From an optimization exercise on the open Yosys and OpenROAD flow, aimed at small area and a short achievable clock period; shortcuts taken in it are not production practice.
No functional check of the RTL was part of any run shown here.
No activity file was given, so power comes from the tool's default toggle rates.

## flow/design.v (module list and top-level ports; edited modules follow where they fit)
// module DSP48A1_simplified: 1798 lines
module DSP48A1_simplified (P, A, B, D, C, clk, rst_n);
  // ...
==> flow/run.sh <==
#!/bin/bash
# synth_recipe.tcl (not shown) runs the flow's synth.tcl, then flattens the netlist and writes it again
# the make line also repeats each setting of config.mk as NAME=value (left out here)
make -C /OpenROAD-flow-scripts/flow DESIGN_CONFIG=/design/flow/config.mk WORK_HOME=/design/flow/orfs CLKGATE_MAP_FILE= SYNTH_SCRIPT=/design/flow/synth_recipe.tcl finish
==> flow/config.mk <==
export PLATFORM = sky130hd
export DESIGN_NAME = DSP48A1_simplified
export DESIGN_NICKNAME = DSP48A1_simplified
export VERILOG_FILES = /design/flow/design.v
export SDC_FILE = /design/flow/constraint.sdc
export NUM_CORES = 4
export LEC_CHECK = 0
export CAP_MARGIN = 20
export CORE_MARGIN = 2
export CORE_UTILIZATION = 40
export SLEW_MARGIN = 20
==> flow/constraint.sdc <==
create_clock -name core_clock -period 6.5 [get_ports {clk}]
set_input_delay 1.3000 -clock core_clock [delete_from_list [all_inputs] [get_ports {clk}]]
set_output_delay 1.3000 -clock core_clock [all_outputs]
set_load 0.01 [all_outputs]
==> results.cfg, run 1 <==
[grt]
grt_util_met3_pct = 2.559
use_met1_pct = 27.04
grt_first_pass_wirelength_mm = 70.32
gr-total-overflow = 0

[final_layout]
antennaDiodeCount = 0
syn_to_final_growth_pct = 16.78
drive_above_1_share_pct = 3.046
fin_cells = 2489
seq_share_pct = 21.84

[timing]
finalSetupTns_ps = 0
fin_crit_sh_pct = 69.50

[detailed_routing]
vias_per_cell = 4.888
drt-met1-wl_mm = 19.82
wl_met2_mm = 20.84
vias = 12166

[placement]
dp.cells = 2442
placed_area_um2 = 19510
pre_cts_ws_ps = 1982

[logic_synthesis]
ys.flop_type = dfxtp_1
synthTopCellsByArea = fa_1 (35%), dfxtp_1 (26%), and2_1 (9.3%)
yosys.area_share.simple_pct = 18.04
synthAdderAreaFrac_pct = 40.33
ys_types = 53
synthCells = 1768

[worst_setup_path]
path_depth = 8
rr_startpoint = A_r[12]$_DFF_P_
path_delay_family = adder cells
critical_path_class = flip-flop to flip-flop

[die]
initial_core_util_pct = 40.55
die_w_um = 213.2

[power]
p_total_uw = 7735
cellPowerDensity_nw_per_um2 = 378.4
pg_seq_uw = 1900

[worst_hold_path]
hold_end = DB[7]$_SDFF_PN0_

[outcome]
status = timing/DRC/antenna clean

[clocking]
clock_path_buffers = 3
==> run 2: changes to the inputs <==
--- a/flow/design.v
+++ b/flow/design.v
@@ -8,82 +8,114 @@
   reg [18:0] DB;      
   reg [17:0] A_r;
   reg [47:0] C_r;
   reg R0_0;
   reg R0_1;
   reg R1_1;
   reg R0_2;
   reg R1_2;
+  reg R2_2;
   reg R0_3;
   reg R1_3;
+  reg R2_3;
   reg R0_4;
   reg R1_4;
+  reg R2_4;
   reg R0_5;
   reg R1_5;
+  reg R2_5;
   reg R0_6;
   reg R1_6;
+  reg R2_6;
   reg R0_7;
   reg R1_7;
+  reg R2_7;
   reg R0_8;
   reg R1_8;
+  reg R2_8;
   reg R0_9;
   reg R1_9;
+  reg R2_9;
   reg R0_10;
   reg R1_10;
+  reg R2_10;
   reg R0_11;
   reg R1_11;
+  reg R2_11;
   reg R0_12;
   reg R1_12;
+  reg R2_12;
   reg R0_13;
   reg R1_13;
+  reg R2_13;
   reg R0_14;
   reg R1_14;
+  reg R2_14;
   reg R0_15;
   reg R1_15;
+  reg R2_15;
   reg R0_16;
   reg R1_16;
+  reg R2_16;
   reg R0_17;
   reg R1_17;
+  reg R2_17;
   reg R0_18;
   reg R1_18;
+  reg R2_18;
   reg R0_19;
   reg R1_19;
+  reg R2_19;
   reg R0_20;
   reg R1_20;
+  reg R2_20;
   reg R0_21;
   reg R1_21;
+  reg R2_21;
   reg R0_22;
   reg R1_22;
+  reg R2_22;
   reg R0_23;
   reg R1_23;
+  reg R2_23;
   reg R0_24;
   reg R1_24;
+  reg R2_24;
   reg R0_25;
   reg R1_25;
+  reg R2_25;
   reg R0_26;
   reg R1_26;
+  reg R2_26;
   reg R0_27;
   reg R1_27;
+  reg R2_27;
   reg R0_28;
   reg R1_28;
+  reg R2_28;
   reg R0_29;
   reg R1_29;
+  reg R2_29;
   reg R0_30;
   reg R1_30;
+  reg R2_30;
   reg R0_31;
   reg R1_31;
+  reg R2_31;
   reg R0_32;
   reg R1_32;
+  reg R2_32;
   reg R0_33;
   reg R1_33;
+  reg R2_33;
   reg R0_34;
   reg R1_34;
+  reg R2_34;
   reg R0_35;
-  reg R1_35;
   always @(posedge clk) begin
     S <= D + B;
     A_r <= A;
     C_r <= C;
     DB <= rst_n ? S : 19'd0;
   end
   wire pp_0_0 = A_r[0] & DB[0];
   wire pp_0_1 = A_r[0] & DB[1];
@@ -651,52 +683,19 @@
   wire mc498;
   wire mc50;
   wire mc500;
   wire mc502;
   wire mc504;
   wire mc506;
   wire mc508;
   wire mc510;
-  wire mc512;
-  wire mc514;
-  wire mc516;
-  wire mc518;
   wire mc52;
-  wire mc520;
-  wire mc522;
-  wire mc524;
-  wire mc526;
-  wire mc528;
-  wire mc530;
-  wire mc532;
-  wire mc534;
-  wire mc536;
-  wire mc538;
   wire mc54;
-  wire mc540;
-  wire mc542;
-  wire mc544;
-  wire mc546;
-  wire mc548;
-  wire mc550;
-  wire mc552;
-  wire mc554;
-  wire mc556;
-  wire mc558;
   wire mc56;
-  wire mc560;
-  wire mc562;
-  wire mc564;
-  wire mc566;
-  wire mc568;
-  wire mc570;
-  wire mc572;
-  wire mc574;
-  wire mc576;
   wire mc58;
   wire mc6;
   wire mc60;
   wire mc62;
   wire mc64;
   wire mc66;
   wire mc68;
   wire mc70;
@@ -939,52 +938,19 @@
   wire ms499;
   wire ms5;
   wire ms501;
   wire ms503;
   wire ms505;
   wire ms507;
   wire ms509;
   wire ms51;
-  wire ms511;
-  wire ms513;
-  wire ms515;
-  wire ms517;
-  wire ms519;
-  wire ms521;
-  wire ms523;
-  wire ms525;
-  wire ms527;
-  wire ms529;
   wire ms53;
-  wire ms531;
-  wire ms533;
-  wire ms535;
-  wire ms537;
-  wire ms539;
-  wire ms541;
-  wire ms543;
-  wire ms545;
-  wire ms547;
-  wire ms549;
   wire ms55;
-  wire ms551;
-  wire ms553;
-  wire ms555;
-  wire ms557;
-  wire ms559;
-  wire ms561;
-  wire ms563;
-  wire ms565;
-  wire ms567;
-  wire ms569;
   wire ms57;
-  wire ms571;
-  wire ms573;
-  wire ms575;
   wire ms59;
   wire ms61;
   wire ms63;
   wire ms65;
   wire ms67;
   wire ms69;
   wire ms7;
   wire ms71;
@@ -1508,155 +1474,154 @@
   assign ms503 = ms439 ^ ms441 ^ mc436;
   assign mc504 = (ms439 & ms441) | (ms439 & mc436) | (ms441 & mc436);
   assign ms505 = ms443 ^ ms445 ^ mc440;
   assign mc506 = (ms443 & ms445) | (ms443 & mc440) | (ms445 & mc440);
   assign ms507 = pp_17_15 ^ ms447 ^ mc444;
   assign mc508 = (pp_17_15 & ms447) | (pp_17_15 & mc444) | (ms447 & mc444);
   assign ms509 = pp_15_18 ^ pp_16_17 ^ pp_17_16;
   assign mc510 = (pp_15_18 & pp_16_17) | (pp_15_18 & pp_17_16) | (pp_16_17 & pp_17_16);
-  assign ms511 = pp_0_2 ^ pp_1_1;
-  assign mc512 = pp_0_2 & pp_1_1;
-  assign ms513 = pp_2_1 ^ pp_3_0 ^ ms449;
-  assign mc514 = (pp_2_1 & pp_3_0) | (pp_2_1 & ms449) | (pp_3_0 & ms449);
-  assign ms515 = ms337 ^ ms451 ^ mc450;
-  assign mc516 = (ms337 & ms451) | (ms337 & mc450) | (ms451 & mc450);
-  assign ms517 = mc338 ^ ms453 ^ mc452;
-  assign mc518 = (mc338 & ms453) | (mc338 & mc452) | (ms453 & mc452);
-  assign ms519 = mc342 ^ ms455 ^ mc454;
-  assign mc520 = (mc342 & ms455) | (mc342 & mc454) | (ms455 & mc454);
-  assign ms521 = mc346 ^ ms457 ^ mc456;
-  assign mc522 = (mc346 & ms457) | (mc346 & mc456) | (ms457 & mc456);
-  assign ms523 = mc350 ^ ms459 ^ mc458;
-  assign mc524 = (mc350 & ms459) | (mc350 & mc458) | (ms459 & mc458);
-  assign ms525 = mc354 ^ ms461 ^ mc460;
-  assign mc526 = (mc354 & ms461) | (mc354 & mc460) | (ms461 & mc460);
-  assign ms527 = mc358 ^ ms463 ^ mc462;
-  assign mc528 = (mc358 & ms463) | (mc358 & mc462) | (ms463 & mc462);
-  assign ms529 = mc362 ^ ms465 ^ mc464;
-  assign mc530 = (mc362 & ms465) | (mc362 & mc464) | (ms465 & mc464);
-  assign ms531 = mc366 ^ ms467 ^ mc466;
-  assign mc532 = (mc366 & ms467) | (mc366 & mc466) | (ms467 & mc466);
-  assign ms533 = mc370 ^ ms469 ^ mc468;
-  assign mc534 = (mc370 & ms469) | (mc370 & mc468) | (ms469 & mc468);
-  assign ms535 = mc374 ^ ms471 ^ mc470;
-  assign mc536 = (mc374 & ms471) | (mc374 & mc470) | (ms471 & mc470);
-  assign ms537 = mc378 ^ ms473 ^ mc472;
-  assign mc538 = (mc378 & ms473) | (mc378 & mc472) | (ms473 & mc472);
-  assign ms539 = mc382 ^ ms475 ^ mc474;
-  assign mc540 = (mc382 & ms475) | (mc382 & mc474) | (ms475 & mc474);
-  assign ms541 = mc386 ^ ms477 ^ mc476;
-  assign mc542 = (mc386 & ms477) | (mc386 & mc476) | (ms477 & mc476);
-  assign ms543 = mc390 ^ ms479 ^ mc478;
-  assign mc544 = (mc390 & ms479) | (mc390 & mc478) | (ms479 & mc478);
-  assign ms545 = mc394 ^ ms481 ^ mc480;
-  assign mc546 = (mc394 & ms481) | (mc394 & mc480) | (ms481 & mc480);
-  assign ms547 = mc398 ^ ms483 ^ mc482;
-  assign mc548 = (mc398 & ms483) | (mc398 & mc482) | (ms483 & mc482);
-  assign ms549 = mc402 ^ ms485 ^ mc484;
-  assign mc550 = (mc402 & ms485) | (mc402 & mc484) | (ms485 & mc484);
-  assign ms551 = mc406 ^ ms487 ^ mc486;
-  assign mc552 = (mc406 & ms487) | (mc406 & mc486) | (ms487 & mc486);
-  assign ms553 = mc410 ^ ms489 ^ mc488;
-  assign mc554 = (mc410 & ms489) | (mc410 & mc488) | (ms489 & mc488);
-  assign ms555 = mc414 ^ ms491 ^ mc490;
-  assign mc556 = (mc414 & ms491) | (mc414 & mc490) | (ms491 & mc490);
-  assign ms557 = mc418 ^ ms493 ^ mc492;
-  assign mc558 = (mc418 & ms493) | (mc418 & mc492) | (ms493 & mc492);
-  assign ms559 = mc422 ^ ms495 ^ mc494;
-  assign mc560 = (mc422 & ms495) | (mc422 & mc494) | (ms495 & mc494);
-  assign ms561 = mc426 ^ ms497 ^ mc496;
-  assign mc562 = (mc426 & ms497) | (mc426 & mc496) | (ms497 & mc496);
-  assign ms563 = mc430 ^ ms499 ^ mc498;
-  assign mc564 = (mc430 & ms499) | (mc430 & mc498) | (ms499 & mc498);
-  assign ms565 = mc434 ^ ms501 ^ mc500;
-  assign mc566 = (mc434 & ms501) | (mc434 & mc500) | (ms501 & mc500);
-  assign ms567 = mc438 ^ ms503 ^ mc502;
-  assign mc568 = (mc438 & ms503) | (mc438 & mc502) | (ms503 & mc502);
-  assign ms569 = mc442 ^ ms505 ^ mc504;
-  assign mc570 = (mc442 & ms505) | (mc442 & mc504) | (ms505 & mc504);
-  assign ms571 = mc446 ^ ms507 ^ mc506;
-  assign mc572 = (mc446 & ms507) | (mc446 & mc506) | (ms507 & mc506);
-  assign ms573 = mc448 ^ ms509 ^ mc508;
-  assign mc574 = (mc448 & ms509) | (mc448 & mc508) | (ms509 & mc508);
-  assign ms575 = pp_16_18 ^ pp_17_17 ^ mc510;
-  assign mc576 = (pp_16_18 & pp_17_17) | (pp_16_18 & mc510) | (pp_17_17 & mc510);
   always @(posedge clk) begin
     R0_0 <= rst_n & pp_0_0;
     R0_1 <= rst_n & pp_0_1;
     R1_1 <= rst_n & pp_1_0;
-    R0_2 <= rst_n & pp_2_0;
-    R1_2 <= rst_n & ms511;
-    R0_3 <= rst_n & ms513;
-    R1_3 <= rst_n & mc512;
-    R0_4 <= rst_n & ms515;
-    R1_4 <= rst_n & mc514;
-    R0_5 <= rst_n & ms517;
-    R1_5 <= rst_n & mc516;
-    R0_6 <= rst_n & ms519;
-    R1_6 <= rst_n & mc518;
-    R0_7 <= rst_n & ms521;
-    R1_7 <= rst_n & mc520;
-    R0_8 <= rst_n & ms523;
-    R1_8 <= rst_n & mc522;
-    R0_9 <= rst_n & ms525;
-    R1_9 <= rst_n & mc524;
-    R0_10 <= rst_n & ms527;
-    R1_10 <= rst_n & mc526;
-    R0_11 <= rst_n & ms529;
-    R1_11 <= rst_n & mc528;
-    R0_12 <= rst_n & ms531;
-    R1_12 <= rst_n & mc530;
-    R0_13 <= rst_n & ms533;
-    R1_13 <= rst_n & mc532;
-    R0_14 <= rst_n & ms535;
-    R1_14 <= rst_n & mc534;
-    R0_15 <= rst_n & ms537;
-    R1_15 <= rst_n & mc536;
-    R0_16 <= rst_n & ms539;
-    R1_16 <= rst_n & mc538;
-    R0_17 <= rst_n & ms541;
-    R1_17 <= rst_n & mc540;
-    R0_18 <= rst_n & ms543;
-    R1_18 <= rst_n & mc542;
-    R0_19 <= rst_n & ms545;
-    R1_19 <= rst_n & mc544;
-    R0_20 <= rst_n & ms547;
-    R1_20 <= rst_n & mc546;
-    R0_21 <= rst_n & ms549;
-    R1_21 <= rst_n & mc548;
-    R0_22 <= rst_n & ms551;
-    R1_22 <= rst_n & mc550;
-    R0_23 <= rst_n & ms553;
-    R1_23 <= rst_n & mc552;
-    R0_24 <= rst_n & ms555;
-    R1_24 <= rst_n & mc554;
-    R0_25 <= rst_n & ms557;
-    R1_25 <= rst_n & mc556;
-    R0_26 <= rst_n & ms559;
-    R1_26 <= rst_n & mc558;
-    R0_27 <= rst_n & ms561;
-    R1_27 <= rst_n & mc560;
-    R0_28 <= rst_n & ms563;
-    R1_28 <= rst_n & mc562;
-    R0_29 <= rst_n & ms565;
-    R1_29 <= rst_n & mc564;
-    R0_30 <= rst_n & ms567;
-    R1_30 <= rst_n & mc566;
-    R0_31 <= rst_n & ms569;
-    R1_31 <= rst_n & mc568;
-    R0_32 <= rst_n & ms571;
-    R1_32 <= rst_n & mc570;
-    R0_33 <= rst_n & ms573;
-    R1_33 <= rst_n & mc572;
-    R0_34 <= rst_n & ms575;
-    R1_34 <= rst_n & mc574;
+    R0_2 <= rst_n & pp_0_2;
+    R1_2 <= rst_n & pp_1_1;
+    R2_2 <= rst_n & pp_2_0;
+    R0_3 <= rst_n & pp_2_1;
+    R1_3 <= rst_n & pp_3_0;
+    R2_3 <= rst_n & ms449;
+    R0_4 <= rst_n & ms337;
+    R1_4 <= rst_n & ms451;
+    R2_4 <= rst_n & mc450;
+    R0_5 <= rst_n & mc338;
+    R1_5 <= rst_n & ms453;
+    R2_5 <= rst_n & mc452;
+    R0_6 <= rst_n & mc342;
+    R1_6 <= rst_n & ms455;
+    R2_6 <= rst_n & mc454;
+    R0_7 <= rst_n & mc346;
+    R1_7 <= rst_n & ms457;
+    R2_7 <= rst_n & mc456;
+    R0_8 <= rst_n & mc350;
+    R1_8 <= rst_n & ms459;
+    R2_8 <= rst_n & mc458;
+    R0_9 <= rst_n & mc354;
+    R1_9 <= rst_n & ms461;
+    R2_9 <= rst_n & mc460;
+    R0_10 <= rst_n & mc358;
+    R1_10 <= rst_n & ms463;
+    R2_10 <= rst_n & mc462;
+    R0_11 <= rst_n & mc362;
+    R1_11 <= rst_n & ms465;
+    R2_11 <= rst_n & mc464;
+    R0_12 <= rst_n & mc366;
+    R1_12 <= rst_n & ms467;
+    R2_12 <= rst_n & mc466;
+    R0_13 <= rst_n & mc370;
+    R1_13 <= rst_n & ms469;
+    R2_13 <= rst_n & mc468;
+    R0_14 <= rst_n & mc374;
+    R1_14 <= rst_n & ms471;
+    R2_14 <= rst_n & mc470;
+    R0_15 <= rst_n & mc378;
+    R1_15 <= rst_n & ms473;
+    R2_15 <= rst_n & mc472;
+    R0_16 <= rst_n & mc382;
+    R1_16 <= rst_n & ms475;
+    R2_16 <= rst_n & mc474;
+    R0_17 <= rst_n & mc386;
+    R1_17 <= rst_n & ms477;
+    R2_17 <= rst_n & mc476;
+    R0_18 <= rst_n & mc390;
+    R1_18 <= rst_n & ms479;
+    R2_18 <= rst_n & mc478;
+    R0_19 <= rst_n & mc394;
+    R1_19 <= rst_n & ms481;
+    R2_19 <= rst_n & mc480;
+    R0_20 <= rst_n & mc398;
+    R1_20 <= rst_n & ms483;
+    R2_20 <= rst_n & mc482;
+    R0_21 <= rst_n & mc402;
+    R1_21 <= rst_n & ms485;
+    R2_21 <= rst_n & mc484;
+    R0_22 <= rst_n & mc406;
+    R1_22 <= rst_n & ms487;
+    R2_22 <= rst_n & mc486;
+    R0_23 <= rst_n & mc410;
+    R1_23 <= rst_n & ms489;
+    R2_23 <= rst_n & mc488;
+    R0_24 <= rst_n & mc414;
+    R1_24 <= rst_n & ms491;
+    R2_24 <= rst_n & mc490;
+    R0_25 <= rst_n & mc418;
+    R1_25 <= rst_n & ms493;
+    R2_25 <= rst_n & mc492;
+    R0_26 <= rst_n & mc422;
+    R1_26 <= rst_n & ms495;
+    R2_26 <= rst_n & mc494;
+    R0_27 <= rst_n & mc426;
+    R1_27 <= rst_n & ms497;
+    R2_27 <= rst_n & mc496;
+    R0_28 <= rst_n & mc430;
+    R1_28 <= rst_n & ms499;
+    R2_28 <= rst_n & mc498;
+    R0_29 <= rst_n & mc434;
+    R1_29 <= rst_n & ms501;
+    R2_29 <= rst_n & mc500;
+    R0_30 <= rst_n & mc438;
+    R1_30 <= rst_n & ms503;
+    R2_30 <= rst_n & mc502;
+    R0_31 <= rst_n & mc442;
+    R1_31 <= rst_n & ms505;
+    R2_31 <= rst_n & mc504;
+    R0_32 <= rst_n & mc446;
+    R1_32 <= rst_n & ms507;
+    R2_32 <= rst_n & mc506;
+    R0_33 <= rst_n & mc448;
+    R1_33 <= rst_n & ms509;
+    R2_33 <= rst_n & mc508;
+    R0_34 <= rst_n & pp_16_18;
+    R1_34 <= rst_n & pp_17_17;
+    R2_34 <= rst_n & mc510;
     R0_35 <= rst_n & pp_17_18;
-    R1_35 <= rst_n & mc576;
   end
+  wire fc512;
+  wire fc514;
+  wire fc516;
+  wire fc518;
+  wire fc520;
+  wire fc522;
+  wire fc524;
+  wire fc526;
+  wire fc528;
+  wire fc530;
+  wire fc532;
+  wire fc534;
+  wire fc536;
+  wire fc538;
+  wire fc540;
+  wire fc542;
+  wire fc544;
+  wire fc546;
+  wire fc548;
+  wire fc550;
+  wire fc552;
+  wire fc554;
+  wire fc556;
+  wire fc558;
+  wire fc560;
+  wire fc562;
+  wire fc564;
+  wire fc566;
+  wire fc568;
+  wire fc570;
+  wire fc572;
+  wire fc574;
+  wire fc576;
   wire fc578;
   wire fc580;
   wire fc582;
   wire fc584;
   wire fc586;
   wire fc588;
   wire fc590;
   wire fc592;
@@ -1682,16 +1647,49 @@
   wire fc632;
   wire fc634;
   wire fc636;
   wire fc638;
   wire fc640;
   wire fc642;
   wire fc644;
   wire fc646;
+  wire fs511;
+  wire fs513;
+  wire fs515;
+  wire fs517;
+  wire fs519;
+  wire fs521;
+  wire fs523;
+  wire fs525;
+  wire fs527;
+  wire fs529;
+  wire fs531;
+  wire fs533;
+  wire fs535;
+  wire fs537;
+  wire fs539;
+  wire fs541;
+  wire fs543;
+  wire fs545;
+  wire fs547;
+  wire fs549;
+  wire fs551;
+  wire fs553;
+  wire fs555;
+  wire fs557;
+  wire fs559;
+  wire fs561;
+  wire fs563;
+  wire fs565;
+  wire fs567;
+  wire fs569;
+  wire fs571;
+  wire fs573;
+  wire fs575;
   wire fs577;
   wire fs579;
   wire fs581;
   wire fs583;
   wire fs585;
   wire fs587;
   wire fs589;
   wire fs591;
@@ -1717,82 +1715,148 @@
   wire fs631;
   wire fs633;
   wire fs635;
   wire fs637;
   wire fs639;
   wire fs641;
   wire fs643;
   wire fs645;
+  assign fs511 = R0_2 ^ R1_2;
+  assign fc512 = R0_2 & R1_2;
+  assign fs513 = R0_3 ^ R1_3 ^ R2_3;
+  assign fc514 = (R0_3 & R1_3) | (R0_3 & R2_3) | (R1_3 & R2_3);
+  assign fs515 = R0_4 ^ R1_4 ^ R2_4;
+  assign fc516 = (R0_4 & R1_4) | (R0_4 & R2_4) | (R1_4 & R2_4);
+  assign fs517 = R0_5 ^ R1_5 ^ R2_5;
+  assign fc518 = (R0_5 & R1_5) | (R0_5 & R2_5) | (R1_5 & R2_5);
+  assign fs519 = R0_6 ^ R1_6 ^ R2_6;
+  assign fc520 = (R0_6 & R1_6) | (R0_6 & R2_6) | (R1_6 & R2_6);
+  assign fs521 = R0_7 ^ R1_7 ^ R2_7;
+  assign fc522 = (R0_7 & R1_7) | (R0_7 & R2_7) | (R1_7 & R2_7);
+  assign fs523 = R0_8 ^ R1_8 ^ R2_8;
+  assign fc524 = (R0_8 & R1_8) | (R0_8 & R2_8) | (R1_8 & R2_8);
+  assign fs525 = R0_9 ^ R1_9 ^ R2_9;
+  assign fc526 = (R0_9 & R1_9) | (R0_9 & R2_9) | (R1_9 & R2_9);
+  assign fs527 = R0_10 ^ R1_10 ^ R2_10;
+  assign fc528 = (R0_10 & R1_10) | (R0_10 & R2_10) | (R1_10 & R2_10);
+  assign fs529 = R0_11 ^ R1_11 ^ R2_11;
+  assign fc530 = (R0_11 & R1_11) | (R0_11 & R2_11) | (R1_11 & R2_11);
+  assign fs531 = R0_12 ^ R1_12 ^ R2_12;
+  assign fc532 = (R0_12 & R1_12) | (R0_12 & R2_12) | (R1_12 & R2_12);
+  assign fs533 = R0_13 ^ R1_13 ^ R2_13;
+  assign fc534 = (R0_13 & R1_13) | (R0_13 & R2_13) | (R1_13 & R2_13);
+  assign fs535 = R0_14 ^ R1_14 ^ R2_14;
+  assign fc536 = (R0_14 & R1_14) | (R0_14 & R2_14) | (R1_14 & R2_14);
+  assign fs537 = R0_15 ^ R1_15 ^ R2_15;
+  assign fc538 = (R0_15 & R1_15) | (R0_15 & R2_15) | (R1_15 & R2_15);
+  assign fs539 = R0_16 ^ R1_16 ^ R2_16;
+  assign fc540 = (R0_16 & R1_16) | (R0_16 & R2_16) | (R1_16 & R2_16);
+  assign fs541 = R0_17 ^ R1_17 ^ R2_17;
+  assign fc542 = (R0_17 & R1_17) | (R0_17 & R2_17) | (R1_17 & R2_17);
+  assign fs543 = R0_18 ^ R1_18 ^ R2_18;
+  assign fc544 = (R0_18 & R1_18) | (R0_18 & R2_18) | (R1_18 & R2_18);
+  assign fs545 = R0_19 ^ R1_19 ^ R2_19;
+  assign fc546 = (R0_19 & R1_19) | (R0_19 & R2_19) | (R1_19 & R2_19);
+  assign fs547 = R0_20 ^ R1_20 ^ R2_20;
+  assign fc548 = (R0_20 & R1_20) | (R0_20 & R2_20) | (R1_20 & R2_20);
+  assign fs549 = R0_21 ^ R1_21 ^ R2_21;
+  assign fc550 = (R0_21 & R1_21) | (R0_21 & R2_21) | (R1_21 & R2_21);
+  assign fs551 = R0_22 ^ R1_22 ^ R2_22;
+  assign fc552 = (R0_22 & R1_22) | (R0_22 & R2_22) | (R1_22 & R2_22);
+  assign fs553 = R0_23 ^ R1_23 ^ R2_23;
+  assign fc554 = (R0_23 & R1_23) | (R0_23 & R2_23) | (R1_23 & R2_23);
+  assign fs555 = R0_24 ^ R1_24 ^ R2_24;
+  assign fc556 = (R0_24 & R1_24) | (R0_24 & R2_24) | (R1_24 & R2_24);
+  assign fs557 = R0_25 ^ R1_25 ^ R2_25;
+  assign fc558 = (R0_25 & R1_25) | (R0_25 & R2_25) | (R1_25 & R2_25);
+  assign fs559 = R0_26 ^ R1_26 ^ R2_26;
+  assign fc560 = (R0_26 & R1_26) | (R0_26 & R2_26) | (R1_26 & R2_26);
+  assign fs561 = R0_27 ^ R1_27 ^ R2_27;
+  assign fc562 = (R0_27 & R1_27) | (R0_27 & R2_27) | (R1_27 & R2_27);
+  assign fs563 = R0_28 ^ R1_28 ^ R2_28;
+  assign fc564 = (R0_28 & R1_28) | (R0_28 & R2_28) | (R1_28 & R2_28);
+  assign fs565 = R0_29 ^ R1_29 ^ R2_29;
+  assign fc566 = (R0_29 & R1_29) | (R0_29 & R2_29) | (R1_29 & R2_29);
+  assign fs567 = R0_30 ^ R1_30 ^ R2_30;
+  assign fc568 = (R0_30 & R1_30) | (R0_30 & R2_30) | (R1_30 & R2_30);
+  assign fs569 = R0_31 ^ R1_31 ^ R2_31;
+  assign fc570 = (R0_31 & R1_31) | (R0_31 & R2_31) | (R1_31 & R2_31);
+  assign fs571 = R0_32 ^ R1_32 ^ R2_32;
+  assign fc572 = (R0_32 & R1_32) | (R0_32 & R2_32) | (R1_32 & R2_32);
+  assign fs573 = R0_33 ^ R1_33 ^ R2_33;
+  assign fc574 = (R0_33 & R1_33) | (R0_33 & R2_33) | (R1_33 & R2_33);
+  assign fs575 = R0_34 ^ R1_34 ^ R2_34;
+  assign fc576 = (R0_34 & R1_34) | (R0_34 & R2_34) | (R1_34 & R2_34);
   assign fs577 = R0_1 ^ R1_1;
   assign fc578 = R0_1 & R1_1;
-  assign fs579 = R0_2 ^ R1_2 ^ C_r[2];
-  assign fc580 = (R0_2 & R1_2) | (R0_2 & C_r[2]) | (R1_2 & C_r[2]);
-  assign fs581 = R0_3 ^ R1_3 ^ C_r[3];
-  assign fc582 = (R0_3 & R1_3) | (R0_3 & C_r[3]) | (R1_3 & C_r[3]);
-  assign fs583 = R0_4 ^ R1_4 ^ C_r[4];
-  assign fc584 = (R0_4 & R1_4) | (R0_4 & C_r[4]) | (R1_4 & C_r[4]);
-  assign fs585 = R0_5 ^ R1_5 ^ C_r[5];
-  assign fc586 = (R0_5 & R1_5) | (R0_5 & C_r[5]) | (R1_5 & C_r[5]);
-  assign fs587 = R0_6 ^ R1_6 ^ C_r[6];
-  assign fc588 = (R0_6 & R1_6) | (R0_6 & C_r[6]) | (R1_6 & C_r[6]);
-  assign fs589 = R0_7 ^ R1_7 ^ C_r[7];
-  assign fc590 = (R0_7 & R1_7) | (R0_7 & C_r[7]) | (R1_7 & C_r[7]);
-  assign fs591 = R0_8 ^ R1_8 ^ C_r[8];
-  assign fc592 = (R0_8 & R1_8) | (R0_8 & C_r[8]) | (R1_8 & C_r[8]);
-  assign fs593 = R0_9 ^ R1_9 ^ C_r[9];
-  assign fc594 = (R0_9 & R1_9) | (R0_9 & C_r[9]) | (R1_9 & C_r[9]);
-  assign fs595 = R0_10 ^ R1_10 ^ C_r[10];
-  assign fc596 = (R0_10 & R1_10) | (R0_10 & C_r[10]) | (R1_10 & C_r[10]);
-  assign fs597 = R0_11 ^ R1_11 ^ C_r[11];
-  assign fc598 = (R0_11 & R1_11) | (R0_11 & C_r[11]) | (R1_11 & C_r[11]);
-  assign fs599 = R0_12 ^ R1_12 ^ C_r[12];
-  assign fc600 = (R0_12 & R1_12) | (R0_12 & C_r[12]) | (R1_12 & C_r[12]);
-  assign fs601 = R0_13 ^ R1_13 ^ C_r[13];
-  assign fc602 = (R0_13 & R1_13) | (R0_13 & C_r[13]) | (R1_13 & C_r[13]);
-  assign fs603 = R0_14 ^ R1_14 ^ C_r[14];
-  assign fc604 = (R0_14 & R1_14) | (R0_14 & C_r[14]) | (R1_14 & C_r[14]);
-  assign fs605 = R0_15 ^ R1_15 ^ C_r[15];
-  assign fc606 = (R0_15 & R1_15) | (R0_15 & C_r[15]) | (R1_15 & C_r[15]);
-  assign fs607 = R0_16 ^ R1_16 ^ C_r[16];
-  assign fc608 = (R0_16 & R1_16) | (R0_16 & C_r[16]) | (R1_16 & C_r[16]);
-  assign fs609 = R0_17 ^ R1_17 ^ C_r[17];
-  assign fc610 = (R0_17 & R1_17) | (R0_17 & C_r[17]) | (R1_17 & C_r[17]);
-  assign fs611 = R0_18 ^ R1_18 ^ C_r[18];
-  assign fc612 = (R0_18 & R1_18) | (R0_18 & C_r[18]) | (R1_18 & C_r[18]);
-  assign fs613 = R0_19 ^ R1_19 ^ C_r[19];
-  assign fc614 = (R0_19 & R1_19) | (R0_19 & C_r[19]) | (R1_19 & C_r[19]);
-  assign fs615 = R0_20 ^ R1_20 ^ C_r[20];
-  assign fc616 = (R0_20 & R1_20) | (R0_20 & C_r[20]) | (R1_20 & C_r[20]);
-  assign fs617 = R0_21 ^ R1_21 ^ C_r[21];
-  assign fc618 = (R0_21 & R1_21) | (R0_21 & C_r[21]) | (R1_21 & C_r[21]);
-  assign fs619 = R0_22 ^ R1_22 ^ C_r[22];
-  assign fc620 = (R0_22 & R1_22) | (R0_22 & C_r[22]) | (R1_22 & C_r[22]);
-  assign fs621 = R0_23 ^ R1_23 ^ C_r[23];
-  assign fc622 = (R0_23 & R1_23) | (R0_23 & C_r[23]) | (R1_23 & C_r[23]);
-  assign fs623 = R0_24 ^ R1_24 ^ C_r[24];
-  assign fc624 = (R0_24 & R1_24) | (R0_24 & C_r[24]) | (R1_24 & C_r[24]);
-  assign fs625 = R0_25 ^ R1_25 ^ C_r[25];
-  assign fc626 = (R0_25 & R1_25) | (R0_25 & C_r[25]) | (R1_25 & C_r[25]);
-  assign fs627 = R0_26 ^ R1_26 ^ C_r[26];
-  assign fc628 = (R0_26 & R1_26) | (R0_26 & C_r[26]) | (R1_26 & C_r[26]);
-  assign fs629 = R0_27 ^ R1_27 ^ C_r[27];
-  assign fc630 = (R0_27 & R1_27) | (R0_27 & C_r[27]) | (R1_27 & C_r[27]);
-  assign fs631 = R0_28 ^ R1_28 ^ C_r[28];
-  assign fc632 = (R0_28 & R1_28) | (R0_28 & C_r[28]) | (R1_28 & C_r[28]);
-  assign fs633 = R0_29 ^ R1_29 ^ C_r[29];
-  assign fc634 = (R0_29 & R1_29) | (R0_29 & C_r[29]) | (R1_29 & C_r[29]);
-  assign fs635 = R0_30 ^ R1_30 ^ C_r[30];
-  assign fc636 = (R0_30 & R1_30) | (R0_30 & C_r[30]) | (R1_30 & C_r[30]);
-  assign fs637 = R0_31 ^ R1_31 ^ C_r[31];
-  assign fc638 = (R0_31 & R1_31) | (R0_31 & C_r[31]) | (R1_31 & C_r[31]);
-  assign fs639 = R0_32 ^ R1_32 ^ C_r[32];
-  assign fc640 = (R0_32 & R1_32) | (R0_32 & C_r[32]) | (R1_32 & C_r[32]);
-  assign fs641 = R0_33 ^ R1_33 ^ C_r[33];
-  assign fc642 = (R0_33 & R1_33) | (R0_33 & C_r[33]) | (R1_33 & C_r[33]);
-  assign fs643 = R0_34 ^ R1_34 ^ C_r[34];
-  assign fc644 = (R0_34 & R1_34) | (R0_34 & C_r[34]) | (R1_34 & C_r[34]);
-  assign fs645 = R0_35 ^ R1_35 ^ C_r[35];
-  assign fc646 = (R0_35 & R1_35) | (R0_35 & C_r[35]) | (R1_35 & C_r[35]);
+  assign fs579 = R2_2 ^ C_r[2] ^ fs511;
+  assign fc580 = (R2_2 & C_r[2]) | (R2_2 & fs511) | (C_r[2] & fs511);
+  assign fs581 = C_r[3] ^ fs513 ^ fc512;
+  assign fc582 = (C_r[3] & fs513) | (C_r[3] & fc512) | (fs513 & fc512);
+  assign fs583 = C_r[4] ^ fs515 ^ fc514;
+  assign fc584 = (C_r[4] & fs515) | (C_r[4] & fc514) | (fs515 & fc514);
+  assign fs585 = C_r[5] ^ fs517 ^ fc516;
+  assign fc586 = (C_r[5] & fs517) | (C_r[5] & fc516) | (fs517 & fc516);
+  assign fs587 = C_r[6] ^ fs519 ^ fc518;
+  assign fc588 = (C_r[6] & fs519) | (C_r[6] & fc518) | (fs519 & fc518);
+  assign fs589 = C_r[7] ^ fs521 ^ fc520;
+  assign fc590 = (C_r[7] & fs521) | (C_r[7] & fc520) | (fs521 & fc520);
+  assign fs591 = C_r[8] ^ fs523 ^ fc522;
+  assign fc592 = (C_r[8] & fs523) | (C_r[8] & fc522) | (fs523 & fc522);
+  assign fs593 = C_r[9] ^ fs525 ^ fc524;
+  assign fc594 = (C_r[9] & fs525) | (C_r[9] & fc524) | (fs525 & fc524);
+  assign fs595 = C_r[10] ^ fs527 ^ fc526;
+  assign fc596 = (C_r[10] & fs527) | (C_r[10] & fc526) | (fs527 & fc526);
+  assign fs597 = C_r[11] ^ fs529 ^ fc528;
+  assign fc598 = (C_r[11] & fs529) | (C_r[11] & fc528) | (fs529 & fc528);
+  assign fs599 = C_r[12] ^ fs531 ^ fc530;
+  assign fc600 = (C_r[12] & fs531) | (C_r[12] & fc530) | (fs531 & fc530);
+  assign fs601 = C_r[13] ^ fs533 ^ fc532;
+  assign fc602 = (C_r[13] & fs533) | (C_r[13] & fc532) | (fs533 & fc532);
+  assign fs603 = C_r[14] ^ fs535 ^ fc534;
+  assign fc604 = (C_r[14] & fs535) | (C_r[14] & fc534) | (fs535 & fc534);
+  assign fs605 = C_r[15] ^ fs537 ^ fc536;
+  assign fc606 = (C_r[15] & fs537) | (C_r[15] & fc536) | (fs537 & fc536);
+  assign fs607 = C_r[16] ^ fs539 ^ fc538;
+  assign fc608 = (C_r[16] & fs539) | (C_r[16] & fc538) | (fs539 & fc538);
+  assign fs609 = C_r[17] ^ fs541 ^ fc540;
+  assign fc610 = (C_r[17] & fs541) | (C_r[17] & fc540) | (fs541 & fc540);
+  assign fs611 = C_r[18] ^ fs543 ^ fc542;
+  assign fc612 = (C_r[18] & fs543) | (C_r[18] & fc542) | (fs543 & fc542);
+  assign fs613 = C_r[19] ^ fs545 ^ fc544;
+  assign fc614 = (C_r[19] & fs545) | (C_r[19] & fc544) | (fs545 & fc544);
+  assign fs615 = C_r[20] ^ fs547 ^ fc546;
+  assign fc616 = (C_r[20] & fs547) | (C_r[20] & fc546) | (fs547 & fc546);
+  assign fs617 = C_r[21] ^ fs549 ^ fc548;
+  assign fc618 = (C_r[21] & fs549) | (C_r[21] & fc548) | (fs549 & fc548);
+  assign fs619 = C_r[22] ^ fs551 ^ fc550;
+  assign fc620 = (C_r[22] & fs551) | (C_r[22] & fc550) | (fs551 & fc550);
+  assign fs621 = C_r[23] ^ fs553 ^ fc552;
+  assign fc622 = (C_r[23] & fs553) | (C_r[23] & fc552) | (fs553 & fc552);
+  assign fs623 = C_r[24] ^ fs555 ^ fc554;
+  assign fc624 = (C_r[24] & fs555) | (C_r[24] & fc554) | (fs555 & fc554);
+  assign fs625 = C_r[25] ^ fs557 ^ fc556;
+  assign fc626 = (C_r[25] & fs557) | (C_r[25] & fc556) | (fs557 & fc556);
+  assign fs627 = C_r[26] ^ fs559 ^ fc558;
+  assign fc628 = (C_r[26] & fs559) | (C_r[26] & fc558) | (fs559 & fc558);
+  assign fs629 = C_r[27] ^ fs561 ^ fc560;
+  assign fc630 = (C_r[27] & fs561) | (C_r[27] & fc560) | (fs561 & fc560);
+  assign fs631 = C_r[28] ^ fs563 ^ fc562;
+  assign fc632 = (C_r[28] & fs563) | (C_r[28] & fc562) | (fs563 & fc562);
+  assign fs633 = C_r[29] ^ fs565 ^ fc564;
+  assign fc634 = (C_r[29] & fs565) | (C_r[29] & fc564) | (fs565 & fc564);
+  assign fs635 = C_r[30] ^ fs567 ^ fc566;
+  assign fc636 = (C_r[30] & fs567) | (C_r[30] & fc566) | (fs567 & fc566);
+  assign fs637 = C_r[31] ^ fs569 ^ fc568;
+  assign fc638 = (C_r[31] & fs569) | (C_r[31] & fc568) | (fs569 & fc568);
+  assign fs639 = C_r[32] ^ fs571 ^ fc570;
+  assign fc640 = (C_r[32] & fs571) | (C_r[32] & fc570) | (fs571 & fc570);
+  assign fs641 = C_r[33] ^ fs573 ^ fc572;
+  assign fc642 = (C_r[33] & fs573) | (C_r[33] & fc572) | (fs573 & fc572);
+  assign fs643 = C_r[34] ^ fs575 ^ fc574;
+  assign fc644 = (C_r[34] & fs575) | (C_r[34] & fc574) | (fs575 & fc574);
+  assign fs645 = R0_35 ^ C_r[35] ^ fc576;
+  assign fc646 = (R0_35 & C_r[35]) | (R0_35 & fc576) | (C_r[35] & fc576);
   wire [47:0] xa = {C_r[47], C_r[46], C_r[45], C_r[44], C_r[43], C_r[42], C_r[41], C_r[40], C_r[39], C_r[38], C_r[37], C_r[36], fs645, fs643, fs641, fs639, fs637, fs635, fs633, fs631, fs629, fs627, fs625, fs623, fs621, fs619, fs617, fs615, fs613, fs611, fs609, fs607, fs605, fs603, fs601, fs599, fs597, fs595, fs593, fs591, fs589, fs587, fs585, fs583, fs581, fs579, C_r[1], R0_0};
   wire [47:0] xb = {1'b0, 1'b0, 1'b0, 1'b0, 1'b0, 1'b0, 1'b0, 1'b0, 1'b0, 1'b0, 1'b0, fc646, fc644, fc642, fc640, fc638, fc636, fc634, fc632, fc630, fc628, fc626, fc624, fc622, fc620, fc618, fc616, fc614, fc612, fc610, fc608, fc606, fc604, fc602, fc600, fc598, fc596, fc594, fc592, fc590, fc588, fc586, fc584, fc582, fc580, fc578, fs577, C_r[0]};
   always @(posedge clk) P <= rst_n ? xa + xb : 48'd0;
 endmodule
==> run 2 against run 1 <==
  * Clock skew is 0.87 ps lower
  * Combinational power is 2% lower
  * Clock-buffer cell count is 5 higher
  * Still clean
==> results.cfg, run 2 <==
[clocking]
cts_hold_buf = 0
numClockSinks = 255
cts_made_buffers = 29
root_buffer = clkbuf_16
cts-resized-gates = 0
clk_pin_slew_ps = 60
postCtsSetupBuffers = 0
cts_tree = yes
clock_path_buffers = 3
clk_latency_ps = 570
htreeDepth = 1

[logic_synthesis]
yosysSeqAreaShare_pct = 26.93
synth_most_common_cell = inv_1
avgSynthCellArea_um2 = 9.711
ys_ff_latch = 255
synthXorXnorAreaFrac_pct = 1.802
yosys.area_share.simple_pct = 18.28
yosysTopAreaCell = fa_1
synth.top_cells.by_count = inv_1 (371), and2_1 (308), fa_1 (307)
synth_compound_area_share_pct = 6.172
synth_edf_count = 0
synth_top_family_by_area = adder cells
synth_area_um2 = 18960
synthTopCellsByArea = fa_1 (32%), dfxtp_1 (27%), and2_1 (10%)
yosysWarnings = 1
synthArstFlopShare_pct = 0
ys_types = 64
synth_nets = 2436
ys.flop_type = dfxtp_1
synthMuxAreaShare_pct = 0.7525
netlist.area_leader.share_pct = 32.42
synthCells = 1952
synthAdderAreaFrac_pct = 37.24

[worst_setup_path]
worstPathArrival_ps = 4530
startpoint_type = flip-flop
critPathMaxFanout = 19
endpoint_kind = flip-flop
critical_path_class = flip-flop to flip-flop
crit_required_ps = 6950
r2r_cells = 9

[grt]
grt_max_degree = 101
antenna_found_initial = 1
grt_util_all_layers_pct = 18.50
grt_pass1_vias = 13556
gr-total-overflow = 0
grt_first_pass_wirelength_mm = 72.44

[die]
die_w_um = 221.7
fp.dieArea_um2 = 49150
io-pin-count = 152
initial_core_util_pct = 40.63
die_h_um = 221.7
core_area_um2 = 46650
rows = 79

[worst_hold_path]
hold_depth = 1
hp-class = flip-flop to flip-flop

[timing]
fin_crit_sh_pct = 62.80
worst_pin_slew_ps = 980.3
fin_hold_ws_ps = 430.4
slew-limit-headroom_pct = 34.56
clock_skew_ps = 11.93
setup_viol = 0
rsz0062_at_grt = false
finalSetupTns_ps = 0
setup_ws_ps = 2418
clock.fmax_ghz = 0.2450
report.final.slew_viol_count = 0
hold_viol_final = 0
period_minus_slack_ps = 4082

[power]
clockPowerShare_pct = 21.9
p_seq_share_pct = 25.6
p_total_uw = 7978
intPower_uw = 4768
pwr-share-comb_pct = 52.5
switching_power_uw = 3211
p_leak_uw = 0.009365
cellPowerDensity_nw_per_um2 = 361.5
peakVddDrop_v = 0.0002055
swShare_pct = 40.25

[placement]
gp_congestion = 0.8614
portBuffers = 151
pre_cts_ws_ps = 2433
placed_area_um2 = 21010
dp_hpwl_mm = 33.32

[detailed_routing]
vias_per_cell = 4.695
first_pass_iters = 16
drc = 0
wirelength_mm = 44.75
drt_iter0_markers = 669
vias = 12685
wl_per_cell_um = 16.56
ant_nets = 0

[flow_run]
drv_cap = 0

[final_layout]
reg_top3 = C_r (48), P (48)
final_nets = 2556
antennaDiodeCount = 0
drive_above_1_share_pct = 4.200
syn_to_final_growth_pct = 16.44
finalInstanceArea_um2 = 22070
final_cell_mix = inv_1 (371), and2_1 (308), fa_1 (307)
layout_commonest_cell = inv_1

[outcome]
status = timing/DRC/antenna clean
[run 2: kinds of logic after synthesis]
family	after synthesis
muxes	14
xor gates and xnor gates	39
buffers and inverters	443
and+or+nand+nor	650
adders and majority gates	380
AOI/OAI and AO/OA	171
DFF	255
[run 2: final timing paths]
path | from | end | slack (ps)
worst max-delay path | A_r[9]$_DFF_P_ | R1_18$_DFF_P_ | 2420
worst min-delay path | S[9]$_DFF_P_ | DB[9]$_SDFF_PN0_ | 430
worst max register to register | A_r[9]$_DFF_P_ | R1_18$_DFF_P_ | 2420
worst min register to register | S[9]$_DFF_P_ | DB[9]$_SDFF_PN0_ | 430
[run 2: area by class of cell]
type	instances	area, um^2
tap	607	759.5
fill	4427	24580
clock buffer	36	802.0
timing repair buffer	160	1594
multi-input combinational	1254	12180
sequential	255	5105
clock inverter	18	235.2
inverter	372	1396
[run 2: stage by stage]
step	instances	util (%)
floorplan	1952	-
global placement	2647	45.03
detailed placement	2647	45.03
CTS	2701	47.25
global route	2702	47.31
finish	2702	47.31
[run 2: power groups by stage]
| stage | sequential [uW] | clock, uW | combinational, uW |
|---|---|---|---|
| 3_3_place_gp | 2070 | 0 | 4100 |
| 5_1_grt | 2070 | 1870 | 4780 |
| 2_1_floorplan | 2020 | 0 | 3050 |
| 6_report | 2040 | 1750 | 4190 |
| 3_5_place_dp | 2080 | 0 | 4200 |
| 4_1_cts | 2050 | 1800 | 4210 |
[run 2: layer usage]
layer	GRT usage [%]	routed length (um)	vias to the layer above
met5	0	0	-
met4	4.969	948	0
met3	3.923	3133	62
met2	30.03	20400	355
met1	25.11	20270	6161
li1	-	-	6107
[run 2: worst max-delay path: stages, from the launching register on]
cell and delay (ps):
dfxtp_1 960, nand2_1 180, fa_1 580, inv_1 50
fa_1 530, inv_1 60, fa_1 560, fa_1 450
fa_1 550, nor2_1 40

==> port drivers added, routing unchanged <==
Ports are ideal in the flow. The routed layouts listed here were re-timed in OpenROAD. Step 1: set_driving_cell puts a clkbuf_16 on clk and a buf_2 on each other input, an assumption about the parent block. Step 2 also shifts input and output timing later by t, the mid clock arrival at the registers, as if the neighbouring blocks saw the same clock. a / b / c = ideal ports / drivers / drivers and shift; a / b = the first two.
| run | shift t [ns] | slack for setup (ns) | latest minus earliest clock arrival (ns) | worst data-port slew with drivers (ns) |
|---|---|---|---|---|
| run 1 | 0.591 | 1.982 / 1.982 / 1.982 | 0.013 / 0.013 | 0.07 |
| run 2 | 0.618 | 2.418 / 2.418 / 2.418 | 0.012 / 0.012 | 0.05 |
After both steps every run listed still meets setup and hold.
